Context: an optimization exercise on an open-source flow, tuned for small area, a short achievable clock period and few clock cycles. The choices shown serve that exercise and are no tape-out recipe.
In this exercise RTL edits were held to simulation tests only and were not proved equivalent to the original.
No activity file was given, so power comes from the tool's default toggle rates.

$ cat flow/design.v
localparam
	OP_R     = 6'b000000,
	OP_J     = 6'b000010,
	OP_JAL   = 6'b000011,
	OP_BEQ   = 6'b000100,
	OP_BNE   = 6'b000101,
	OP_ADDI  = 6'b001000,
	OP_ADDIU = 6'b001001,
	OP_SLTI  = 6'b001010,
	OP_SLTIU = 6'b001011,
	OP_ANDI  = 6'b001100,
	OP_ORI   = 6'b001101,
	OP_XORI  = 6'b001110,
	OP_LUI   = 6'b001111,
	OP_LW    = 6'b100011,
	OP_SW    = 6'b101011;
`timescale 1ns / 1ps
module alu (
	input  wire [31:0] a,
	input  wire [31:0] b,         
	input  wire        sub,       
	input  wire [4:0]  sa,
	input  wire        shv,       
	input  wire        sh16,      
	input  wire        shr,       
	input  wire [2:0]  sel,       
	output wire [31:0] sum,       
	output reg  [31:0] result
);
	localparam SEL_SUM = 3'd0, SEL_AND = 3'd1, SEL_OR = 3'd2, SEL_XOR = 3'd3,
	           SEL_NOR = 3'd4, SEL_SLT = 3'd5, SEL_SLTU = 3'd6, SEL_SH = 3'd7;
	wire [32:0] s33 = {1'b0, a} + {1'b0, sub ? ~b : b} + {32'd0, sub};
	assign sum = s33[31:0];
	wire ltu = ~s33[32];
	wire lts = (a[31] ^ b[31]) ? a[31] : s33[31];
	wire [31:0] amt = shv ? a : {27'd0, sh16 ? 5'd16 : sa};
	wire big = |amt[31:5];
	wire [31:0] brev;
	genvar i;
	generate for (i = 0; i < 32; i = i + 1) begin : rev
		assign brev[i] = b[31 - i];
	end endgenerate
	wire [31:0] sin = shr ? b : brev;
	wire [31:0] sr = sin >> amt[4:0];
	wire [31:0] srev;
	generate for (i = 0; i < 32; i = i + 1) begin : rev2
		assign srev[i] = sr[31 - i];
	end endgenerate
	wire [31:0] sh = big ? 32'd0 : (shr ? sr : srev);
	always @(*) begin
		case (sel)
			SEL_SUM:  result = sum;
			SEL_AND:  result = a & b;
			SEL_OR:   result = a | b;
			SEL_XOR:  result = a ^ b;
			SEL_NOR:  result = ~(a | b);
			SEL_SLT:  result = {31'd0, lts};
			SEL_SLTU: result = {31'd0, ltu};
			default:  result = sh;
		endcase
	end
endmodule
`timescale 1ns / 1ps
module regFile(
	input  wire        clk,
	input  wire        wreg,
	input  wire [4:0]  n1, n2,
	input  wire [4:0]  writeReg,
	input  wire [31:0] regData,
	output wire [31:0] op1, op2
);
	reg [31:0] mem [31:1];
	always @(posedge clk)
		if (wreg && writeReg != 0)
			mem[writeReg] <= regData;
	assign op1 = (n1 == 0) ? 32'd0 : mem[n1];
	assign op2 = (n2 == 0) ? 32'd0 : mem[n2];
endmodule
`timescale 1ns / 1ps
module mips_cpu (
	input  wire        clk,
	input  wire        rst,
	output wire [31:0] imem_addr,
	input  wire [31:0] imem_data,
	output wire        dmem_ren,
	output wire        dmem_wen,
	output wire [31:0] dmem_addr,
	output wire [31:0] dmem_wdata,
	input  wire [31:0] dmem_rdata
);
localparam
	OP_R     = 6'b000000,
	OP_J     = 6'b000010,
	OP_JAL   = 6'b000011,
	OP_BEQ   = 6'b000100,
	OP_BNE   = 6'b000101,
	OP_ADDI  = 6'b001000,
	OP_ADDIU = 6'b001001,
	OP_SLTI  = 6'b001010,
	OP_SLTIU = 6'b001011,
	OP_ANDI  = 6'b001100,
	OP_ORI   = 6'b001101,
	OP_XORI  = 6'b001110,
	OP_LUI   = 6'b001111,
	OP_LW    = 6'b100011,
	OP_SW    = 6'b101011;
	wire [5:0] fop = imem_data[31:26];
	wire [5:0] ffn = imem_data[5:0];
	wire [4:0] frs = imem_data[25:21];
	wire [4:0] frt = imem_data[20:16];
	wire [4:0] frd = imem_data[15:11];
	wire r_type  = fop == OP_R;
	wire f_add   = r_type && (ffn == 6'b100000 || ffn == 6'b100001);
	wire f_sub   = r_type && (ffn == 6'b100010 || ffn == 6'b100011);
	wire f_and   = r_type && ffn == 6'b100100;
	wire f_or    = r_type && ffn == 6'b100101;
	wire f_xor   = r_type && ffn == 6'b100110;
	wire f_nor   = r_type && ffn == 6'b100111;
	wire f_slt   = r_type && ffn == 6'b101010;
	wire f_sltu  = r_type && ffn == 6'b101011;
	wire f_shift = r_type && ffn[5:3] == 3'b000 && ffn[1:0] != 2'b01;
	wire f_jr    = r_type && ffn == 6'b001000;
	wire i_addi  = fop == OP_ADDI || fop == OP_ADDIU;
	wire i_slti  = fop == OP_SLTI;
	wire i_sltiu = fop == OP_SLTIU;
	wire i_andi  = fop == OP_ANDI;
	wire i_ori   = fop == OP_ORI;
	wire i_xori  = fop == OP_XORI;
	wire i_lui   = fop == OP_LUI;
	wire i_lw    = fop == OP_LW;
	wire i_sw    = fop == OP_SW;
	wire i_beq   = fop == OP_BEQ;
	wire i_bne   = fop == OP_BNE;
	wire i_j     = fop == OP_J;
	wire i_jal   = fop == OP_JAL;
	wire r_write = f_add | f_sub | f_and | f_or | f_xor | f_nor | f_slt | f_sltu | f_shift;
	wire i_write = i_addi | i_slti | i_sltiu | i_andi | i_ori | i_xori | i_lui | i_lw;
	wire [4:0] f_waddr = i_jal ? 5'd31 : (r_type ? frd : frt);
	wire f_wen = (r_write | i_write | i_jal) && f_waddr != 5'd0;
	wire [2:0] f_sel =
		(f_and | i_andi) ? 3'd1 :
		(f_or  | i_ori)  ? 3'd2 :
		(f_xor | i_xori) ? 3'd3 :
		f_nor            ? 3'd4 :
		(f_slt | i_slti | i_sltiu) ? 3'd5 :
		f_sltu           ? 3'd6 :
		(f_shift | i_lui) ? 3'd7 : 3'd0;
	reg [25:0] ir;       
	reg [31:0] pc1;      
	reg [31:0] ra;       
	reg [31:0] rb;       
	reg        x_rb;     
	reg        x_zimm;   
	reg        x_sub;
	reg [2:0]  x_sel;
	reg        x_shv, x_shr, x_lui;
	reg        x_wen;
	reg [4:0]  x_waddr;
	reg        x_lw, x_sw, x_beq, x_bne, x_jump, x_jr, x_jal;
	wire [31:0] simm = {{16{ir[15]}}, ir[15:0]};
	wire [31:0] bimm = {{16{ir[15] & ~x_zimm}}, ir[15:0]};
	wire [31:0] alu_b = x_rb ? rb : bimm;
	wire [31:0] sum, alu_out;
	alu ALU (
		.a(ra), .b(alu_b), .sub(x_sub),
		.sa(ir[10:6]), .shv(x_shv), .sh16(x_lui), .shr(x_shr),
		.sel(x_sel),
		.sum(sum), .result(alu_out)
	);
	wire [31:0] wdata = x_lw ? dmem_rdata : (x_jal ? pc1 + 32'd1 : alu_out);
	assign dmem_ren   = x_lw;
	assign dmem_wen   = x_sw;
	assign dmem_addr  = ra + simm;
	assign dmem_wdata = rb;
	wire taken = (x_beq && ra == rb) || (x_bne && ra != rb);
	assign imem_addr = taken ? pc1 + simm : pc1;
	wire [31:0] pcx = pc1 - 32'd1;
	wire [31:0] jtarget = x_jr ? ra : {26'd0, pcx[31:26]} + {6'd0, ir[25:0]};
	wire [31:0] rf_a, rf_b;
	regFile REGFILE (
		.clk(clk), .wreg(x_wen), .n1(frs), .n2(frt),
		.writeReg(x_waddr), .regData(wdata), .op1(rf_a), .op2(rf_b)
	);
	always @(posedge clk) begin
		ra      <= (x_wen && x_waddr == frs) ? wdata : rf_a;
		rb      <= (x_wen && x_waddr == frt) ? wdata : rf_b;
		ir      <= imem_data[25:0];
		x_rb    <= r_type;
		x_zimm  <= i_andi | i_ori | i_xori | i_sltiu | i_lui;
		x_sub   <= f_sub | f_slt | f_sltu | i_slti | i_sltiu;
		x_sel   <= f_sel;
		x_shv   <= r_type & ffn[2];
		x_shr   <= r_type & ffn[1];
		x_lui   <= i_lui;
		x_waddr <= f_waddr;
		x_jr    <= f_jr;
		x_jal   <= i_jal;
		x_lw    <= i_lw;
		if (rst) begin
			pc1    <= 32'd0;
			x_wen  <= 1'b0;
			x_sw   <= 1'b0;
			x_beq  <= 1'b0;
			x_bne  <= 1'b0;
			x_jump <= 1'b0;
		end else begin
			pc1    <= x_jump ? jtarget : imem_addr + 32'd1;
			x_wen  <= f_wen;
			x_sw   <= i_sw;
			x_beq  <= i_beq;
			x_bne  <= i_bne;
			x_jump <= i_j | i_jal | f_jr;
		end
	end
endmodule
$ cat flow/run.sh
#!/bin/bash
# synth_recipe.tcl (not shown) runs the flow's synth.tcl, then flattens the netlist and writes it again
# the make line also repeats each setting of config.mk as NAME=value (left out here)
make -C /OpenROAD-flow-scripts/flow DESIGN_CONFIG=/design/flow/config.mk WORK_HOME=/design/flow/orfs CLKGATE_MAP_FILE= SYNTH_SCRIPT=/design/flow/synth_recipe.tcl finish
$ cat flow/config.mk
export PLATFORM = sky130hd
export DESIGN_NAME = mips_cpu
export DESIGN_NICKNAME = mips_cpu
export VERILOG_FILES = /design/flow/design.v
export SDC_FILE = /design/flow/constraint.sdc
export NUM_CORES = 4
export LEC_CHECK = 0
export ABC_CLOCK_PERIOD_IN_PS = 4000
export CAP_MARGIN = 20
export CORE_MARGIN = 2
export CORE_UTILIZATION = 40
export SETUP_SLACK_MARGIN = 5
export SLEW_MARGIN = 20
$ cat flow/constraint.sdc
create_clock -name core_clock -period 11.0 [get_ports {clk}]
set_input_delay 2.2000 -clock core_clock [delete_from_list [all_inputs] [get_ports {clk}]]
set_output_delay 2.2000 -clock core_clock [all_outputs]
set_load 0.01 [all_outputs]
==> results.sh, run 1 <==
export IMPL_grt_pass1_wl_mm=355
export IMPL_crit_arrival_ps=3870
export IMPL_port_buffers=163
export IMPL_ys_warn_count=3
export IMPL_die_x_um=406
export IMPL_final_nets=5278
export IMPL_slowest_stage="or3_1"
export IMPL_ctsHoldBuffers=0
export IMPL_drt_wl_total_mm=257
export IMPL_clock_latency_ps=790
export IMPL_fmax_ghz=0.165
export IMPL_max_slew_worst_pin_slew_ps=1190
export IMPL_layout_drive_gt1_share=0.228
export IMPL_syn_area_per_cell_um2=13.2
export IMPL_row_count=147
export IMPL_cp_end_kind="output port"
export IMPL_wl_per_cell_um=35.2
export IMPL_numCtsBuffers=121
export IMPL_ys_seq_area_frac=0.506
export IMPL_rsz0062_at_grt="true"
export IMPL_syn_inst=4886
export IMPL_crit_chain="buf_6 -> ha_4 -> inv_2 -> fa_2 -> nor2b_1 -> o21a_1 -> o21ai_4 -> a21oi_4 -> a221oi_4 -> o21ai_2 -> a31oi_4 -> o21ai_2 -> buf_4 -> a31oi_4 -> nor3b_1 -> or3_1 -> buf_2"
export IMPL_drt_first_iter_violations=5881
export IMPL_synth_compound_area_frac=0.112
export IMPL_finalSetupViolations=0
export IMPL_skew_ps=57.3
export IMPL_ys_types=96
export IMPL_synth_area_mux_share=0.219
export IMPL_synth_fa_ha_area_frac=0.0334
export IMPL_drtPass1Iterations=6
export IMPL_die_h_um=406
export IMPL_path_clk_slew_ps=60
export IMPL_syn_nets=5122
export IMPL_min_path_type="reg2reg"
export IMPL_synth_top_family_by_area="multiplexers"
export IMPL_status="finished clean"
export IMPL_final_cell_mix="edfxtp_1 (992), mux4_2 (450), mux2i_1 (351), nand2_1 (313), nor2_1 (258)"
export IMPL_drtAntennaViolNets=0
export IMPL_cp_max_fo=5
export IMPL_syn_to_final_growth_pct=15.3
export IMPL_async_flop_share=0
export IMPL_max_stage_delay_ps=340
export IMPL_critPathRequiredTime_ps=8800
export IMPL_num_vias=47600
export IMPL_ys_seq_elements=1136
export IMPL_h_tree_depth=3
export IMPL_final_cells=7304
export IMPL_final_hold_viol_count=0
export IMPL_root_buffer="clkbuf_16"
export IMPL_dp_cells=7019
export IMPL_power_density_nw_per_um2=159
export IMPL_drv_slew=0
export IMPL_hpwl_mm=167
export IMPL_max_slew_margin=0.205
export IMPL_cts_tree="built"
export IMPL_total_power_mw=11.8
export IMPL_max_vdd_ir_drop_mv=0.138
export IMPL_period_share=0.552
export IMPL_synth_top_area_frac=0.462
export IMPL_vias_per_cell=6.52
export IMPL_post_route_min_period_ps=6070
export IMPL_dieArea_um2=165000
export IMPL_gp_congestion=1.05
export IMPL_synth_edf_count=992
export IMPL_fin_tns_setup_ps=0
export IMPL_track_usage=0.307
export IMPL_p_leak_nw=26.1
export IMPL_start_util=0.402
export IMPL_synth_xor_area_frac=0.0285
export IMPL_grt_max_degree=107
export IMPL_drv_cap=0
export IMPL_synth_area_um2=64500
export IMPL_grt_pass1_vias=46400
export IMPL_final_common_cell="edfxtp_1"
export IMPL_synth_simple_area_share=0.0725
export IMPL_clock_sinks=1136
export IMPL_remaining_drc_errors=0
export IMPL_cts_max_path_buffers=3
export IMPL_grt_ovfl_total=0
export IMPL_synth_area_leader_cell="edfxtp_1"
export IMPL_critPathKind="reg2out"
export IMPL_yosys_top_cells_area="edfxtp_1 (46%), mux4_2 (16%), mux2i_1 (5.5%)"
export IMPL_antenna_found_initial=12
export IMPL_ys_flop_type="edfxtp_1"
export IMPL_core_area_um2=160000
export IMPL_io_pin_count=164
export IMPL_cp_start_kind="flop"
-- routing by layer --
layer | part of all wire | GRT usage
met1 | 0.39 | 0.405
met2 | 0.45 | 0.473
met3 | 0.10 | 0.0709
met4 | 0.060 | 0.155
met5 | 0.00021 | 0
-- synth_stat cells, drive strengths merged, types with 11 or more instances --
cell / count
nand3: 81
o221ai: 12
xor2: 57
a22oi: 64
mux4: 450
o21bai: 14
and3: 33
nand2b: 31
o31ai: 16
o22ai: 24
nor2: 293
o211ai: 67
a211oi: 85
a21o: 69
a221oi: 72
nand4: 46
a211o: 11
dfxtp: 144
o2bb2ai: 16
edfxtp: 992
o21a: 28
o21ai: 164
a31oi: 22
mux2: 31
or3: 18
a32o: 35
nor3: 61
and2: 14
mux2i: 362
nor3b: 14
buf: 105
nand2: 314
nor4: 25
xnor2: 153
nor2b: 23
inv: 130
clkbuf: 241
ha: 166
a21oi: 271
-- path summary, 6_finish.rpt --
kind         startpoint             to  slack [ps]  cells after the start
max               ra[0]  dmem_addr[30]        4930                     17
min reg2reg      ra[29]        pc1[29]         710                      1
max reg2reg        x_rb         ra[16]        5130                     17
min              ra[29]        pc1[29]         710                      1
-- worst max-delay path, delay by kind of cell (launching register included) --
family	cells	cell delay (ps)
fa+ha+maj	2	370
flops	1	320
compound gates	8	1450
simple gates	3	460
buf+inv	4	480
-- cells by family (layout without fill, tap and decap cells) --
group / after synthesis / count (layout)
other cells: 0 / 1
flops: 1136 / 1136
mux: 843 / 843
compound gates: 1051 / 1051
buf+inv: 478 / 735
xor+xnor: 210 / 210
simple gates: 998 / 998
fa+ha+maj: 170 / 170
-- where the power goes --
group	internal [mW]	switching [mW]	total [mW]	leakage, nW
Combinational	0.864	1.63	2.50	14.1
Clock	2.27	1.76	4.03	1.89
Sequential	5.14	0.128	5.27	10.1
-- timing repair --
item | in CTS | in global routing
cloned | 4 | 3
endpoints found under the setup margin | 150 | 239
gates resized for setup | 197 | 134
pin swaps | 27 | 52
buffers inserted | 24 | 29
-- flip-flops by register name, indices dropped and copies added, names as in the netlist --
register,count
ir,26
x_shr,1
rb,32
x_sw,1
x_sel,3
x_wen,1
x_waddr,5
x_jr,1
x_sub,1
x_lw,1
x_jal,1
pc1,32
REGFILE.mem,992
x_beq,1
x_lui,1
x_jump,1
x_rb,1
ra,32
x_shv,1
x_bne,1
x_zimm,1
-- stage by stage --
stage | setup WS [ps] | hold WS (ps) | area [um2] | util
after floorplan | 5410 | 582 | 64500 | -
after global placement | 4130 | 729 | 69200 | 0.431
after detailed placement | 4140 | 756 | 69200 | 0.431
after CTS | 4780 | 738 | 73700 | 0.460
after global routing | 4780 | 718 | 74400 | 0.464
final | 4930 | 707 | 74400 | 0.464
-- cell type report --
class                   count  area, um2
diodes                      1       2.50
clock buffers             188       3560
clock inverters            36        329
fillers                 14200      85900
inverters                 132        503
multi-input cells        3272      31100
flip-flops and latches   1136      32800
well taps                2160       2700
repair buffers            377       3460
repair inverters            2       15.0
Testbench counts, summed over its fixed seeds: cycles 23,866.
==> run 2, diff against run 1 <==
--- a/flow/config.mk
+++ b/flow/config.mk
@@ -6,5 +6,4 @@
 export NUM_CORES = 4
 export LEC_CHECK = 0
-export ABC_CLOCK_PERIOD_IN_PS = 4000
 export CAP_MARGIN = 20
 export CORE_MARGIN = 2
==> results.sh, run 2 <==
export IMPL_die_x_um=406
export IMPL_ys_warn_count=3
export IMPL_drv_slew=0
export IMPL_antenna_found_initial=12
export IMPL_ys_seq_elements=1136
export IMPL_total_power_mw=11.8
export IMPL_clock_latency_ps=790
export IMPL_max_slew_margin=0.205
export IMPL_vias_per_cell=6.52
export IMPL_h_tree_depth=3
export IMPL_core_area_um2=160000
export IMPL_dp_cells=7019
export IMPL_track_usage=0.307
export IMPL_max_vdd_ir_drop_mv=0.138
export IMPL_grt_max_degree=107
export IMPL_row_count=147
export IMPL_final_common_cell="edfxtp_1"
export IMPL_synth_area_leader_cell="edfxtp_1"
export IMPL_crit_arrival_ps=3870
export IMPL_cts_tree="built"
export IMPL_ys_seq_area_frac=0.506
export IMPL_dieArea_um2=165000
export IMPL_regMostFlops="REGFILE.mem"
export IMPL_layout_drive_gt1_share=0.228
export IMPL_drtAntennaViolNets=0
export IMPL_post_route_min_period_ps=6070
export IMPL_largest_register_ff_count=992
export IMPL_ys_types=96
export IMPL_min_path_type="reg2reg"
export IMPL_root_buffer="clkbuf_16"
export IMPL_wl_per_cell_um=35.2
export IMPL_drt_first_iter_violations=5881
export IMPL_critPathRequiredTime_ps=8800
export IMPL_max_slew_worst_pin_slew_ps=1190
export IMPL_clock_sinks=1136
export IMPL_cp_start_kind="flop"
export IMPL_ys_flop_type="edfxtp_1"
export IMPL_rsz0062_at_grt="true"
export IMPL_port_buffers=163
export IMPL_cts_max_path_buffers=3
export IMPL_grt_pass1_vias=46400
export IMPL_p_leak_nw=26.1
export IMPL_power_density_nw_per_um2=159
export IMPL_numCtsBuffers=121
export IMPL_syn_area_per_cell_um2=13.2
export IMPL_syn_nets=5122
export IMPL_yosys_top_cells_area="edfxtp_1 (46%), mux4_2 (16%), mux2i_1 (5.5%)"
export IMPL_synth_edf_count=992
export IMPL_drt_wl_total_mm=257
export IMPL_io_pin_count=164
export IMPL_die_h_um=406
export IMPL_status="finished clean"
export IMPL_synth_top_area_frac=0.462
export IMPL_cp_max_fo=5
export IMPL_final_cells=7304
export IMPL_critPathKind="reg2out"
export IMPL_finalSetupViolations=0
export IMPL_fin_tns_setup_ps=0
export IMPL_final_cell_mix="edfxtp_1 (992), mux4_2 (450), mux2i_1 (351), nand2_1 (313), nor2_1 (258)"
export IMPL_finalWorstSetupSlack_ps=4930
export IMPL_path_clk_slew_ps=60
export IMPL_synth_area_um2=64500
export IMPL_pre_cts_ws_ps=4140
export IMPL_period_share=0.552
export IMPL_yosysMostFrequentCell="edfxtp_1"
export IMPL_final_nets=5278
export IMPL_syn_to_final_growth_pct=15.3
export IMPL_syn_inst=4886
export IMPL_fmax_ghz=0.165
export IMPL_final_hold_viol_count=0
export IMPL_drtPass1Iterations=6
export IMPL_async_flop_share=0
export IMPL_cp_end_kind="output port"
export IMPL_remaining_drc_errors=0
export IMPL_grt_pass1_wl_mm=355
export IMPL_skew_ps=57.3
export IMPL_drv_cap=0
export IMPL_hpwl_mm=167
export IMPL_grt_ovfl_total=0
export IMPL_gp_congestion=1.05
export IMPL_start_util=0.402
export IMPL_num_vias=47600
export IMPL_yosys_top_cells_count="edfxtp_1 (992), mux4_2 (450), mux2i_1 (354), nand2_1 (314), nor2_1 (292)"
## run 2: cell counts in the layout (fill, tap and decap cells not counted)
Identical to the previous run, type by type.
## run 2: kinds of logic after synthesis
group                    share of synthesized area
flip-flops                                   0.506
AO/OA/AOI/OAI                                0.112
AND/OR/NAND/NOR                             0.0725
multiplexers                                 0.219
buffers and inverters                       0.0288
XOR/XNOR                                    0.0285
adder cells (fa/ha/maj)                     0.0334
## run 2: power by group
part           switching [mW]  internal [mW]  total (mW)
clock                    1.76           2.27        4.03
combinational            1.63          0.864        2.50
sequential              0.128           5.14        5.27
total                    3.53           8.27        11.8
## run 2: worst paths after layout
path,from,slack (ps),cells after the start,to
setup reg to reg,x_rb,5130,17,ra[16]
hold reg to reg,ra[29],710,1,pc1[29]
hold / removal,ra[29],710,1,pc1[29]
setup / recovery,ra[0],4930,17,dmem_addr[30]
## run 2: routing by layer
layer	wire (um)	GRT usage
met4	15500	0.155
met2	115000	0.473
met5	53	0
met3	26400	0.0709
met1	99700	0.405
## run 2: final cells by class
class                   count  area [um2]
fillers                 14200       85900
well taps                2160        2700
diodes                      1        2.50
flip-flops and latches   1136       32800
inverters                 132         503
repair buffers            377        3460
multi-input cells        3272       31100
clock inverters            36         329
repair inverters            2        15.0
clock buffers             188        3560
## run 2: what timing repair did
item	4_1_cts	5_1_grt
setup buffers	24	29
gates resized for setup	197	134
gates cloned	4	3
pin swaps	27	52
endpoints found under the setup margin	150	239
hold buffers	0	0
## run 2: through the flow
step	area, um2	hold WS, ps	utilization
floorplan	64500	582	-
global placement	69200	729	0.431
detailed placement	69200	756	0.431
CTS	73700	738	0.460
global route	74400	718	0.464
finish	74400	707	0.464
## run 2: critical path: stages (launching register included)
cell      delay (ps)
dfxtp_2          320
buf_6            140
ha_4             170
inv_2             50
fa_2             200
nor2b_1           50
o21a_1           210
o21ai_4          210
a21oi_4          100
a221oi_4         320
o21ai_2          130
a31oi_4          220
o21ai_2          100
buf_4            150
a31oi_4          160
nor3b_1           70
or3_1            340
buf_2            140
==> run 3, diff against run 2 <==
==> flow/flow/run.sh (new file) <==
#!/bin/bash
# The standard layout, with timing repair aiming for 6 ns of setup slack.
set -euo pipefail
bash standard.sh SETUP_SLACK_MARGIN=6 finish > standard_make.log 2>&1
==> flow/standard.sh (new file) <==
#!/bin/bash
# synth_recipe.tcl (not shown) runs the flow's synth.tcl, then flattens the netlist and writes it again
# the make line also repeats each setting of config.mk as NAME=value (left out here)
make -C /OpenROAD-flow-scripts/flow DESIGN_CONFIG=/design/flow/config.mk WORK_HOME=/design/flow/orfs CLKGATE_MAP_FILE= SYNTH_SCRIPT=/design/flow/synth_recipe.tcl "${@:-finish}"
--- a/flow/config.mk
+++ b/flow/config.mk
@@ -9,4 +9,3 @@
 export CORE_MARGIN = 2
 export CORE_UTILIZATION = 40
-export SETUP_SLACK_MARGIN = 5
 export SLEW_MARGIN = 20
removed: flow/run.sh
==> results.sh, run 3 <==
export IMPL_syn_to_final_growth_pct=20.2
export IMPL_drtAntennaViolNets=0
export IMPL_cpLargestDelayFamily="compound AO/OA/AOI/OAI gates"
export IMPL_yosys_top_cells_count="edfxtp_1 (992), mux4_2 (450), mux2i_1 (354), nand2_1 (314), nor2_1 (292)"
export IMPL_final_area_um2=77600
export IMPL_rsz0062_at_grt="true"
export IMPL_place_area_um2=69100
export IMPL_yosys_top_cells_area="edfxtp_1 (46%), mux4_2 (16%), mux2i_1 (5.5%)"
export IMPL_yosysMostFrequentCell="edfxtp_1"
export IMPL_dieArea_um2=165000
export IMPL_wl_per_cell_um=35.5
export IMPL_crit_arrival_ps=3730
export IMPL_min_path_type="reg2reg"
export IMPL_regMostFlops="REGFILE.mem"
export IMPL_critPathKind="reg2out"
export IMPL_slowest_stage="or4_4"
export IMPL_syn_inst=4886
export IMPL_cts_max_path_buffers=3
export IMPL_grt_pass1_vias=46700
export IMPL_total_power_mw=12.5
export IMPL_row_count=147
export IMPL_cts_tree="built"
export IMPL_gp_congestion=1.02
export IMPL_post_route_min_period_ps=5930
export IMPL_vias_per_cell=6.54
export IMPL_port_buffers=163
export IMPL_h_tree_depth=4
export IMPL_final_nets=5419
export IMPL_clock_latency_ps=790
export IMPL_drtPass1Iterations=9
export IMPL_num_vias=48700
export IMPL_path_clk_slew_ps=60
export IMPL_finalSetupViolations=0
export IMPL_synth_area_um2=64500
export IMPL_final_cell_mix="edfxtp_1 (992), mux4_2 (450), mux2i_1 (348), nand2_1 (301), buf_4 (268)"
export IMPL_max_vdd_ir_drop_mv=0.158
export IMPL_power_density_nw_per_um2=161
export IMPL_final_hold_viol_count=0
export IMPL_fmax_ghz=0.169
export IMPL_crit_buf_inv=1
export IMPL_track_usage=0.315
export IMPL_synth_edf_count=992
export IMPL_syn_nets=5122
export IMPL_numCtsBuffers=130
export IMPL_grt_ovfl_total=0
export IMPL_ys_seq_area_frac=0.506
export IMPL_max_stage_delay_ps=440
export IMPL_start_util=0.402
export IMPL_fin_hold_ws_ps=660
export IMPL_max_slew_worst_pin_slew_ps=1250
export IMPL_register_area_um2=32900
export IMPL_ys_seq_elements=1136
export IMPL_core_area_um2=160000
export IMPL_status="finished clean"
export IMPL_nFillCells=13900
export IMPL_async_flop_share=0
export IMPL_root_buffer="clkbuf_16"
export IMPL_period_share=0.539
export IMPL_synth_top_area_frac=0.462
export IMPL_final_common_cell="edfxtp_1"
export IMPL_skew_ps=45.9
export IMPL_clock_sinks=1136
export IMPL_syn_area_per_cell_um2=13.2
export IMPL_grt_max_degree=108
export IMPL_drv_cap=0
export IMPL_p_leak_nw=27.0
export IMPL_critPathLaunch="pc1[0]"
export IMPL_hpwl_mm=168
export IMPL_min_from="ra[30]"
export IMPL_io_pin_count=164
export IMPL_drt_wl_total_mm=264
export IMPL_drv_slew=0
export IMPL_die_h_um=406
export IMPL_ys_types=96
export IMPL_synth_area_leader_cell="edfxtp_1"
export IMPL_crit_chain="ha_4 -> fa_2 -> a211oi_4 -> o21ai_2 -> nor3b_4 -> o311ai_4 -> a211o_1 -> a21oi_2 -> o21a_1 -> or4_4 -> nand3_4 -> buf_6"
export IMPL_drt_first_iter_violations=6420
export IMPL_ys_flop_type="edfxtp_1"
export IMPL_max_slew_margin=0.161
export IMPL_r2r_start="ir[15]"
export IMPL_fin_tns_setup_ps=0
export IMPL_ys_warn_count=3
export IMPL_multiInputGateArea_um2=32200
export IMPL_largest_register_ff_count=992
export IMPL_cp_max_fo=3
export IMPL_die_x_um=406
export IMPL_remaining_drc_errors=0
export IMPL_grt_pass1_wl_mm=363
export IMPL_critPathRequiredTime_ps=8800
export IMPL_cp_end_kind="output port"
export IMPL_antenna_found_initial=11
export IMPL_layout_drive_gt1_share=0.291
export IMPL_cp_start_kind="flop"
-- run 3: worst paths after layout --
check	to	slack [ps]	cells past startpoint
max	imem_addr[30]	5070	12
min	pc1[30]	660	1
max reg2reg	REGFILE.mem[19][17]	5870	17
min reg2reg	pc1[30]	660	1
-- run 3: power by group --
| part | switching, mW | leakage (nW) | internal (mW) |
|---|---|---|---|
| logic | 1.77 | 14.8 | 1.01 |
| clock network | 1.87 | 2.11 | 2.57 |
| registers | 0.138 | 10.2 | 5.14 |
| total | 3.78 | 27.0 | 8.72 |
-- run 3: kinds of logic (layout without fill, tap and decap cells) --
family	Yosys count	after routing	synth area share
compound gates	1051	1053	0.112
xor+xnor	210	210	0.0285
fa+ha+maj	170	170	0.0334
buf+inv	478	876	0.0288
flops	1136	1136	0.506
mux	843	843	0.219
other cells	0	1	0
simple gates	998	998	0.0725
-- run 3: final cells by class --
cell class,instances,area share
sequential,1136,0.424
clock buffer,167,0.0453
multi-input combinational,3274,0.416
tap,2160,0.0348
timing repair inverter,9,0.000871
antenna,1,0.0000323
timing repair buffer,500,0.0615
clock inverter,68,0.0106
inverter,132,0.00687
-- run 3: timing repair --
item                       4_1_cts  5_1_grt
cloned                          19        6
pin swaps                       87       99
setup endpoints to repair      665      661
hold buffers                     0        0
setup buffers                  113       66
gates resized for setup        645      200
-- run 3: worst register-to-register path, stage by stage (launching register included) --
cell,delay (ps)
dfxtp_4,400
buf_4,170
buf_16,170
buf_16,170
nor3b_4,160
buf_4,170
clkbuf_16,170
a21o_1,220
inv_1,290
mux4_2,370
mux2_2,180
nor2_1,40
o311ai_0,480
a21oi_1,230
o21ai_0,450
o211ai_1,190
o221ai_2,460
clkinvlp_4,470
-- run 3: metrics by stage --
stage | std cells | setup WS, ps | util
3_3_place_gp | 7004 | 4410 | 0.431
3_5_place_dp | 7004 | 4490 | 0.431
5_1_grt | 7446 | 4960 | 0.484
2_1_floorplan | 4886 | 6000 | -
4_1_cts | 7371 | 4990 | 0.474
6_report | 7447 | 5070 | 0.484
-- run 3: layer usage --
metal	vias to the layer above	global-route usage	share of wire
met3	614	0.0728	0.11
met4	10	0.139	0.054
li1	20000	-	-
met2	2945	0.482	0.45
met5	-	0	0.00026
met1	25100	0.427	0.39

==> separate check: timing with driven ports <==
No port has a modelled driver above. Below, the same layouts with a new extraction and two added sets of constraints.
Step 1 sets driving cells, clkbuf_16 on the clock port and buf_2 on the other inputs (assumed; they add their load-dependent delay and slew).
Step 2, shift: input delay + t, output delay - t, t = (earliest + latest rising clock arrival at the registers) / 2. This alone moves slack from input paths to output paths.
Slacks: no drivers / after step 1 / after step 2; pairs: no drivers / after step 1.
run | shift t [ns] | slack for setup (ns) | worst data-port slew with drivers (ns)
run 1 | 0.839 | 4.931 / 4.849 / 4.875 | 0.26
run 2 | 0.839 | 4.931 / 4.849 / 4.875 | 0.26
run 3 | 0.837 | 5.073 / 4.998 / 5.059 | 0.22
After both steps every run listed still meets setup and hold.
